What follows belongs to an exercise in optimizing a design on an open flow for small area; a production flow would make more cautious choices.
RTL that was checked went through simulation tests only; none was proved equivalent to the original.
Power and IR drop assume default switching activity.

==> module signal_generator, before the edit <==
module signal_generator(input clk25,
       input rst,
       output hsyncOut,
       output vsyncOut,
       output [9:0] xposOut,
       output [9:0] yposOut);
reg [9:0] xpos;
reg [9:0] ypos;
wire endline = xpos[9] & xpos[8] & (&xpos[4:0]);
always @(posedge clk25) begin
 if (rst || endline)
   xpos <= 0;
 else
   xpos <= xpos + 1;
end
always @(posedge clk25) begin
 if (rst)
  ypos <= 0;
 else if (endline) begin
  if (ypos[9] & ypos[3])    
   ypos <= 0;
  else
   ypos <= ypos + 1;
 end
end
assign hsyncOut = ~(xpos >= 666 && xpos <= 760);
wire x0 = (xpos == 0);
assign vsyncOut = ~(x0 ? (ypos == 491 || ypos == 492) : (ypos == 490 || ypos == 491));
assign xposOut = xpos;
assign yposOut = ypos;
endmodule
==> module game, before the edit <==
module game(input clk25,
    input rst,
    input [9:0] xpos,
    input [9:0] ypos,
    input rota,
    input rotb,
    input de,
    output red,
    output green,
    output blue);
function automatic [10:0] radd10(input [9:0] a, input [9:0] b, input cin);
  integer i; reg c; reg [9:0] s;
  begin
    c = cin;
    for (i = 0; i < 10; i = i + 1) begin
      s[i] = a[i] ^ b[i] ^ c;
      c = (a[i] & b[i]) | ((a[i] ^ b[i]) & c);
    end
    radd10 = {c, s};
  end
endfunction
reg [17:0] tmr;
wire tmr_wrap = (tmr == 18'h0de83);
wire tmr_fb = ~(tmr[17] ^ tmr[10]);
always @(posedge clk25) begin
 if (rst || tmr_wrap)
  tmr <= 18'd0;
 else
  tmr <= {tmr[16:0], tmr_fb};
end
reg [8:0] paddlePosition;
wire pmove = tmr_wrap && (rota || rotb);
wire [9:0] kP = {1'b0, {7{pmove & ~rota}}, pmove & rota, pmove};   
wire [10:0] Padd = radd10({1'b0, paddlePosition}, kP, 1'b0);
always @(posedge clk25) begin
 if (rst)
  paddlePosition <= 9'd160;
 else
  paddlePosition <= Padd[8:0];
end
reg [95:0] dead;
wire wide = dead[29];    
wire fast = dead[30];    
wire endOfFrame = (xpos == 0 && ypos == 480);
wire [7:0] row;
wire [11:0] col;
genvar gi;
generate
 for (gi = 0; gi < 8; gi = gi + 1) begin : g_row
  assign row[gi] = (ypos >= 30 + 30*gi) && (ypos <= 50 + 30*gi);
 end
 for (gi = 0; gi < 12; gi = gi + 1) begin : g_col
  assign col[gi] = (xpos >= 13 + 52*gi) && (xpos <= 55 + 52*gi);
 end
endgenerate
reg [9:0] ballX;
reg [8:0] ballY;
reg ballXpos, ballYpos;
reg Xbounce, Ybounce;
reg [5:0] missTimer;
wire [5:0] missStep = {missTimer[4:0], ~(missTimer[5] ^ missTimer[4])};
wire [9:0] nx = ~xpos;
wire [9:0] ny = ~ypos;
wire atOrigin = (ballX == 0) && (ballY == 0);
wire dirX = ballXpos ^ Xbounce;
wire dirY = ballYpos ^ Ybounce;
wire sx = dirX ^ fast;
wire sy = dirY ^ fast;
wire [9:0] kx = {{7{~dirX}}, ~sx, sx, 1'b1};
wire [9:0] ky = {1'b0, {6{~dirY}}, ~sy, sy, 1'b1};
wire [9:0] ax = nx & ~({10{endOfFrame}} & ~kx);
wire [9:0] ay = (ny & ~({10{endOfFrame}} & ~ky & 10'b1000011111)) | ({10{endOfFrame}} & ky & 10'b0111100000);
wire [10:0] ebx = radd10(ax, ballX, 1'b0);             
wire [10:0] eby = radd10(ay, {1'b0, ballY}, 1'b0);     
wire ball_run = !ebx[10] && (&ebx[9:3]) && (ebx[2] || ebx[1]) &&
                !eby[10] && (&eby[9:3]) && (eby[2] || eby[1]);
wire ball_eof = (ballX == 0) && (ballY >= 475) && (ballY <= 480);
wire ball = endOfFrame ? ball_eof : ball_run;
wire [10:0] epx = radd10(nx, {1'b0, paddlePosition}, 1'b0);
wire paddle = !epx[10] && (epx[9:0] <= 1019) && (epx[9:0] >= (wide ? 903 : 939)) && (ypos[9:3] == 55);
wire area = (xpos < 640 && ypos < 480);
wire top = (area && ypos <= 10);
wire bottom = (area && ypos >= 476);
wire left = (area && xpos <= 3);
wire right = (area && xpos >= 637);
wire border = left || right || top;
wire missed = area && (missTimer != 0);
always @(posedge clk25) begin
 if (rst) begin
  ballX <= 0;
  ballY <= 0;
 end
 else if (endOfFrame) begin
  if (atOrigin) begin
   ballX <= 25;
   ballY <= 280;
  end
  else begin
   ballX <= ebx[9:0];
   ballY <= eby[8:0];
  end
 end
end
always @(posedge clk25) begin
 if (rst) begin
  Xbounce <= 0;
  Ybounce <= 0;
  ballXpos <= 1;
  ballYpos <= 1;
  missTimer <= 0;
 end
 else if (!endOfFrame) begin
  if (ball && (left || right))
   Xbounce <= 1;
  if (ball && (top || bottom || (paddle && ballYpos)))
   Ybounce <= 1;
  if (ball && bottom)
   missTimer <= 6'd7;
 end
 else begin
  if (atOrigin) begin
   ballXpos <= 1;
   ballYpos <= 1;
   Xbounce <= 0;
   Ybounce <= 0;
  end
  else begin
   ballXpos <= dirX;
   ballYpos <= dirY;
   Xbounce <= 0;
   Ybounce <= 0;
   if (missTimer != 0)
    missTimer <= missStep;
  end
 end
end
wire set_all = rst | (~endOfFrame & de);
wire [7:0] hitrow = row & {8{ball & ~endOfFrame & ~rst}};
wire [95:0] hit;
generate
 for (gi = 0; gi < 96; gi = gi + 1) begin : g_brick
  assign hit[gi] = hitrow[gi / 12] & col[gi % 12];
 end
endgenerate
always @(posedge clk25)
 dead <= hit | (dead & {96{~set_all}});
wire common = missed || border || paddle || ball;
wire [7:0] S;
generate
 for (gi = 0; gi < 8; gi = gi + 1) begin : g_rowsel
  assign S[gi] = |(col & ~dead[12*gi +: 12]);
 end
endgenerate
wire S2g = |(col[4:0] & ~dead[28:24]) | |(col[11:7] & ~dead[35:31]);
wire bR = (row[0] & S[0]) | (row[1] & S[1]) | (row[6] & S[6]) | (row[7] & S[7]);
wire bG = (row[2] & S2g) | (row[3] & S[3]) | (row[4] & S[4]) | (row[5] & S[5]) | (row[6] & S[6]) | (row[7] & S[7]);
wire bB = (row[2] & S[2]) | (row[3] & S[3]);
assign red   = common | bR;
assign green = common | bG;
assign blue  = common | bB;
endmodule
clock: 40.0 ns
lec_check: 0
cap_margin: 20
core_margin: 2
core_utilization: 80
cts_buf_list: sky130_fd_sc_hd__clkbuf_8
slew_margin: 20
run.sh (not shown) runs the stock make flow with config.mk's settings and CLKGATE_MAP_FILE= SYNTH_SCRIPT=/design/flow/synth_recipe.tcl, a recipe that flattens the netlist after the stock synthesis.
The baseline finished with timing, DRC and antenna clean.
Next try:
--- a/flow/design.v
+++ b/flow/design.v
@@ -3,24 +3,24 @@
        output hsyncOut,
        output vsyncOut,
        output [9:0] xposOut,
        output [9:0] yposOut);
 reg [9:0] xpos;
 reg [9:0] ypos;
-wire endline = xpos[9] & xpos[8] & (&xpos[4:0]);
+wire endline = (xpos == 799);
 always @(posedge clk25) begin
  if (rst || endline)
    xpos <= 0;
  else
    xpos <= xpos + 1;
 end
 always @(posedge clk25) begin
  if (rst)
   ypos <= 0;
  else if (endline) begin
-  if (ypos[9] & ypos[3])    
+  if (ypos == 520)
    ypos <= 0;
   else
    ypos <= ypos + 1;
  end
 end
 assign hsyncOut = ~(xpos >= 666 && xpos <= 760);
@@ -86,13 +86,12 @@
 endgenerate
 reg [9:0] ballX;
 reg [8:0] ballY;
 reg ballXpos, ballYpos;
 reg Xbounce, Ybounce;
 reg [5:0] missTimer;
-wire [5:0] missStep = {missTimer[4:0], ~(missTimer[5] ^ missTimer[4])};
 wire [9:0] nx = ~xpos;
 wire [9:0] ny = ~ypos;
 wire atOrigin = (ballX == 0) && (ballY == 0);
 wire dirX = ballXpos ^ Xbounce;
 wire dirY = ballYpos ^ Ybounce;
 wire sx = dirX ^ fast;
@@ -143,13 +142,13 @@
  else if (!endOfFrame) begin
   if (ball && (left || right))
    Xbounce <= 1;
   if (ball && (top || bottom || (paddle && ballYpos)))
    Ybounce <= 1;
   if (ball && bottom)
-   missTimer <= 6'd7;
+   missTimer <= 60;
  end
  else begin
   if (atOrigin) begin
    ballXpos <= 1;
    ballYpos <= 1;
    Xbounce <= 0;
@@ -158,13 +157,13 @@
   else begin
    ballXpos <= dirX;
    ballYpos <= dirY;
    Xbounce <= 0;
    Ybounce <= 0;
    if (missTimer != 0)
-    missTimer <= missStep;
+    missTimer <= missTimer - 1;
   end
  end
 end
 wire set_all = rst | (~endOfFrame & de);
 wire [7:0] hitrow = row & {8{ball & ~endOfFrame & ~rst}};
 wire [95:0] hit;
Final cell count goes up by 6.5%.
Worst setup slack is worse by 0.57 ns.
Global-route usage falls by 4.1 points.
Synthesized area grows by 1.7%.
Via count falls by 0.76%.
Function not checked in the second run of this note: the RTL went through the layout flow alone.

== old ==
The RTL this note starts from:
==> flow/design.v <==
module signal_generator(input clk25,
       input rst,
       output hsyncOut,
       output vsyncOut,
       output [9:0] xposOut,
       output [9:0] yposOut);
reg [9:0] xpos;
reg [9:0] ypos;
wire endline = (xpos == 799);
always @(posedge clk25) begin
 if (rst || endline)
   xpos <= 0;
 else
   xpos <= xpos + 1;
end
always @(posedge clk25) begin
 if (rst)
  ypos <= 0;
 else if (endline) begin
  if (ypos == 520)
   ypos <= 0;
  else
   ypos <= ypos + 1;
 end
end
assign hsyncOut = ~(xpos >= 666 && xpos <= 760);
wire x0 = (xpos == 0);
assign vsyncOut = ~(x0 ? (ypos == 491 || ypos == 492) : (ypos == 490 || ypos == 491));
assign xposOut = xpos;
assign yposOut = ypos;
endmodule
module game(input clk25,
    input rst,
    input [9:0] xpos,
    input [9:0] ypos,
    input rota,
    input rotb,
    input de,
    output red,
    output green,
    output blue);
function automatic [10:0] radd10(input [9:0] a, input [9:0] b, input cin);
  integer i; reg c; reg [9:0] s;
  begin
    c = cin;
    for (i = 0; i < 10; i = i + 1) begin
      s[i] = a[i] ^ b[i] ^ c;
      c = (a[i] & b[i]) | ((a[i] ^ b[i]) & c);
    end
    radd10 = {c, s};
  end
endfunction
reg [17:0] tmr;
wire tmr_wrap = (tmr == 18'h0de83);
wire tmr_fb = ~(tmr[17] ^ tmr[10]);
always @(posedge clk25) begin
 if (rst || tmr_wrap)
  tmr <= 18'd0;
 else
  tmr <= {tmr[16:0], tmr_fb};
end
reg [8:0] nP;
wire [9:0] kP = rota ? 10'h3fd : 10'h003;           
wire [10:0] nPadd = radd10({1'b0, nP}, kP, 1'b0);
always @(posedge clk25) begin
 if (rst)
  nP <= ~9'd160;
 else if (tmr_wrap && (rota || rotb))
  nP <= nPadd[8:0];
end
reg [95:0] dead;
wire wide = dead[29];    
wire fast = dead[30];    
wire endOfFrame = (xpos == 0 && ypos == 480);
wire [7:0] row;
wire [11:0] col;
genvar gi;
generate
 for (gi = 0; gi < 8; gi = gi + 1) begin : g_row
  assign row[gi] = (ypos >= 30 + 30*gi) && (ypos <= 50 + 30*gi);
 end
 for (gi = 0; gi < 12; gi = gi + 1) begin : g_col
  assign col[gi] = (xpos >= 13 + 52*gi) && (xpos <= 55 + 52*gi);
 end
endgenerate
reg [9:0] nbx;
reg [8:0] nby;
reg ballXpos, ballYpos;
reg Xbounce, Ybounce;
reg [5:0] missTimer;
wire [9:0] ballX = ~nbx;
wire [8:0] ballY = ~nby;
wire [8:0] paddlePosition = ~nP;
wire [10:0] sbx = radd10(xpos, nbx, 1'b1);
wire [10:0] sby = radd10(ypos, {1'b1, nby}, 1'b1);
wire ball = sbx[10] && (sbx[9:3] == 0) && !(sbx[2] && sbx[1]) &&
            sby[10] && (sby[9:3] == 0) && !(sby[2] && sby[1]);
wire [10:0] spx = radd10(xpos, {1'b1, nP}, 1'b1);
wire [9:0] dpx = spx[9:0];
wire paddle = spx[10] && (dpx >= 4) && (dpx <= (wide ? 120 : 84)) && (ypos[9:3] == 55);
wire area = (xpos < 640 && ypos < 480);
wire top = (area && ypos <= 10);
wire bottom = (area && ypos >= 476);
wire left = (area && xpos <= 3);
wire right = (area && xpos >= 637);
wire border = left || right || top;
wire missed = area && (missTimer != 0);
wire atOrigin = (&nbx) && (&nby);
wire dirX = ballXpos ^ Xbounce;
wire dirY = ballYpos ^ Ybounce;
wire sx = dirX ^ fast;
wire sy = dirY ^ fast;
wire [10:0] nbxn = radd10(nbx, {{7{dirX}}, sx, ~sx, 1'b1}, 1'b0);
wire [10:0] nbyn = radd10({1'b0, nby}, {1'b0, {6{dirY}}, sy, ~sy, 1'b1}, 1'b0);
always @(posedge clk25) begin
 if (rst) begin
  nbx <= 10'h3ff;
  nby <= 9'h1ff;
 end
 else if (endOfFrame) begin
  if (atOrigin) begin
   nbx <= ~10'd25;
   nby <= ~9'd280;
  end
  else begin
   nbx <= nbxn[9:0];
   nby <= nbyn[8:0];
  end
 end
end
always @(posedge clk25) begin
 if (rst) begin
  Xbounce <= 0;
  Ybounce <= 0;
  ballXpos <= 1;
  ballYpos <= 1;
  missTimer <= 0;
 end
 else if (!endOfFrame) begin
  if (ball && (left || right))
   Xbounce <= 1;
  if (ball && (top || bottom || (paddle && ballYpos)))
   Ybounce <= 1;
  if (ball && bottom)
   missTimer <= 60;
 end
 else begin
  if (atOrigin) begin
   ballXpos <= 1;
   ballYpos <= 1;
   Xbounce <= 0;
   Ybounce <= 0;
  end
  else begin
   ballXpos <= dirX;
   ballYpos <= dirY;
   Xbounce <= 0;
   Ybounce <= 0;
   if (missTimer != 0)
    missTimer <= missTimer - 1;
  end
 end
end
wire set_all = rst | (~endOfFrame & de);
wire [7:0] hitrow = row & {8{ball & ~endOfFrame & ~rst}};
wire [95:0] hit;
wire [95:0] lit;
generate
 for (gi = 0; gi < 96; gi = gi + 1) begin : g_brick
  assign hit[gi] = hitrow[gi / 12] & col[gi % 12];
  assign lit[gi] = row[gi / 12] & col[gi % 12] & ~dead[gi];
 end
endgenerate
always @(posedge clk25)
 dead <= hit | (dead & {96{~set_all}});
wire common = missed || border || paddle || ball;
wire bR = |lit[23:0] | |lit[95:72];
wire bG = |lit[28:24] | |lit[95:31];
wire bB = |lit[47:24];
assign red   = common | bR;
assign green = common | bG;
assign blue  = common | bB;
endmodule
module breakout(
    input  clk,
    input  rst,
    input  rota,
    input  rotb,
    input  de,
    output red,
    output green,
    output blue,
    output hsync,
    output vsync
    );
wire [9:0] xpos;
wire [9:0] ypos;
signal_generator signal_generator_inst(clk, rst, hsync, vsync, xpos, ypos);
game game_inst(clk, rst, xpos, ypos, ~rota, ~rotb, ~de, red, green, blue);
endmodule
==> flow/config.mk <==
export PLATFORM = sky130hd
export DESIGN_NAME = breakout
export DESIGN_NICKNAME = breakout
export VERILOG_FILES = /design/flow/design.v
export SDC_FILE = /design/flow/constraint.sdc
export NUM_CORES = 4
export LEC_CHECK = 0
export CAP_MARGIN = 20
export CORE_MARGIN = 2
export CORE_UTILIZATION = 80
export CTS_BUF_LIST = sky130_fd_sc_hd__clkbuf_8
export SLEW_MARGIN = 20
==> flow/constraint.sdc <==
create_clock -name core_clock -period 40.0 [get_ports {clk}]
set_input_delay 8.0000 -clock core_clock [delete_from_list [all_inputs] [get_ports {clk}]]
set_output_delay 8.0000 -clock core_clock [all_outputs]
set_load 0.01 [all_outputs]
## Diff of input files: new against old
diff --git a/flow/design.v b/flow/design.v
--- a/flow/design.v
+++ b/flow/design.v
@@ -59,14 +59,15 @@
  else
   tmr <= {tmr[16:0], tmr_fb};
 end
 reg [8:0] nP;
-wire [9:0] kP = rota ? 10'h3fd : 10'h003;           
+wire pmove = tmr_wrap && (rota || rotb);
+wire [9:0] kP = {1'b0, {7{pmove & rota}}, pmove & ~rota, pmove};   
 wire [10:0] nPadd = radd10({1'b0, nP}, kP, 1'b0);
 always @(posedge clk25) begin
  if (rst)
   nP <= ~9'd160;
- else if (tmr_wrap && (rota || rotb))
+ else
   nP <= nPadd[8:0];
 end
 reg [95:0] dead;
 wire wide = dead[29];    
@@ -90,12 +91,23 @@
 reg [5:0] missTimer;
 wire [9:0] ballX = ~nbx;
 wire [8:0] ballY = ~nby;
 wire [8:0] paddlePosition = ~nP;
-wire [10:0] sbx = radd10(xpos, nbx, 1'b1);
-wire [10:0] sby = radd10(ypos, {1'b1, nby}, 1'b1);
-wire ball = sbx[10] && (sbx[9:3] == 0) && !(sbx[2] && sbx[1]) &&
-            sby[10] && (sby[9:3] == 0) && !(sby[2] && sby[1]);
+wire atOrigin = (&nbx) && (&nby);
+wire dirX = ballXpos ^ Xbounce;
+wire dirY = ballYpos ^ Ybounce;
+wire sx = dirX ^ fast;
+wire sy = dirY ^ fast;
+wire [9:0] kx = {{7{dirX}}, sx, ~sx, 1'b1};
+wire [9:0] ky = {1'b0, {6{dirY}}, sy, ~sy, 1'b1};
+wire [9:0] ax = xpos | ({10{endOfFrame}} & kx);
+wire [9:0] ay = (ypos & ~({10{endOfFrame}} & 10'b0111100000)) | ({10{endOfFrame}} & ky);
+wire [10:0] sbx = radd10(ax, nbx, ~endOfFrame);
+wire [10:0] sby = radd10(ay, {1'b1, nby}, ~endOfFrame);
+wire ball_run = sbx[10] && (sbx[9:3] == 0) && !(sbx[2] && sbx[1]) &&
+                sby[10] && (sby[9:3] == 0) && !(sby[2] && sby[1]);
+wire ball_eof = (&nbx) && (ballY >= 475) && (ballY <= 480);
+wire ball = endOfFrame ? ball_eof : ball_run;
 wire [10:0] spx = radd10(xpos, {1'b1, nP}, 1'b1);
 wire [9:0] dpx = spx[9:0];
 wire paddle = spx[10] && (dpx >= 4) && (dpx <= (wide ? 120 : 84)) && (ypos[9:3] == 55);
 wire area = (xpos < 640 && ypos < 480);
@@ -104,15 +116,8 @@
 wire left = (area && xpos <= 3);
 wire right = (area && xpos >= 637);
 wire border = left || right || top;
 wire missed = area && (missTimer != 0);
-wire atOrigin = (&nbx) && (&nby);
-wire dirX = ballXpos ^ Xbounce;
-wire dirY = ballYpos ^ Ybounce;
-wire sx = dirX ^ fast;
-wire sy = dirY ^ fast;
-wire [10:0] nbxn = radd10(nbx, {{7{dirX}}, sx, ~sx, 1'b1}, 1'b0);
-wire [10:0] nbyn = radd10({1'b0, nby}, {1'b0, {6{dirY}}, sy, ~sy, 1'b1}, 1'b0);
 always @(posedge clk25) begin
  if (rst) begin
   nbx <= 10'h3ff;
   nby <= 9'h1ff;
@@ -122,10 +127,10 @@
    nbx <= ~10'd25;
    nby <= ~9'd280;
   end
   else begin
-   nbx <= nbxn[9:0];
-   nby <= nbyn[8:0];
+   nbx <= sbx[9:0];
+   nby <= sby[8:0];
   end
  end
 end
 always @(posedge clk25) begin
@@ -163,21 +168,26 @@
 end
 wire set_all = rst | (~endOfFrame & de);
 wire [7:0] hitrow = row & {8{ball & ~endOfFrame & ~rst}};
 wire [95:0] hit;
-wire [95:0] lit;
 generate
  for (gi = 0; gi < 96; gi = gi + 1) begin : g_brick
   assign hit[gi] = hitrow[gi / 12] & col[gi % 12];
-  assign lit[gi] = row[gi / 12] & col[gi % 12] & ~dead[gi];
  end
 endgenerate
 always @(posedge clk25)
  dead <= hit | (dead & {96{~set_all}});
 wire common = missed || border || paddle || ball;
-wire bR = |lit[23:0] | |lit[95:72];
-wire bG = |lit[28:24] | |lit[95:31];
-wire bB = |lit[47:24];
+wire [7:0] S;
+generate
+ for (gi = 0; gi < 8; gi = gi + 1) begin : g_rowsel
+  assign S[gi] = |(col & ~dead[12*gi +: 12]);
+ end
+endgenerate
+wire S2g = |(col[4:0] & ~dead[28:24]) | |(col[11:7] & ~dead[35:31]);
+wire bR = (row[0] & S[0]) | (row[1] & S[1]) | (row[6] & S[6]) | (row[7] & S[7]);
+wire bG = (row[2] & S2g) | (row[3] & S[3]) | (row[4] & S[4]) | (row[5] & S[5]) | (row[6] & S[6]) | (row[7] & S[7]);
+wire bB = (row[2] & S[2]) | (row[3] & S[3]);
 assign red   = common | bR;
 assign green = common | bG;
 assign blue  = common | bB;
 endmodule
### Flow results
Proportion of power drawn by flip-flops and latches in new is 3.5 points above old. Compared with old, via density per instance in new increased by a few percent. The higher routing usage on met3 of old and new is in old. new did not stop at any stage, and its layout met the timing, DRC and antenna checks. Across both runs, final layout net count was lower for new than for old. Going from old to new, the die area was shrunk. Detailed route wirelength on metal3, old and new: lower on old. new has less setup slack than old. In new, overall via count from detail_route is higher than in old. Looking only at cell-internal power, and setting everything else aside, the higher value of old and new goes to old. First-iteration detailed-routing DRC count: new higher than old. [new vs old] instance count of the mapped netlist: lower in new. old has a lower final critical-path share of the clock period than new. In terms of synthesized area divided by synthesized cell count, old and new differ only marginally. Global placement routability congestion grows by a few percent when moving from old to new.

## afterwards: timing with drivers on the ports
The results above use ideal ports. As a check the final layouts listed here were re-extracted and re-timed, cells and wires unchanged. Step 1 sets driving cells, clkbuf_16 on the clock port and buf_2 on the other inputs (assumed; they add their load-dependent delay and slew). Step 2 adds t to the input delays and takes it off the output delays; t is the mean of the earliest and latest rising clock arrival at the registers after step 1. Input paths then give back, and output paths get back, about the clock's delay inside the block. Slacks: no drivers / after step 1 / after step 2; pairs: no drivers / after step 1.
run	t (ns)	setup WS [ns]	hold WS [ns]
the first run of note 1	0.514	23.866 / 23.829 / 24.343	0.461 / 0.461 / 0.461
the second run of note 1	0.515	23.300 / 23.264 / 23.779	0.462 / 0.462 / 0.462
old	0.517	25.686 / 25.648 / 26.165	0.462 / 0.462 / 0.462
new	0.511	23.183 / 23.145 / 23.656	0.477 / 0.477 / 0.477
After both steps setup and hold are still met in every run listed.
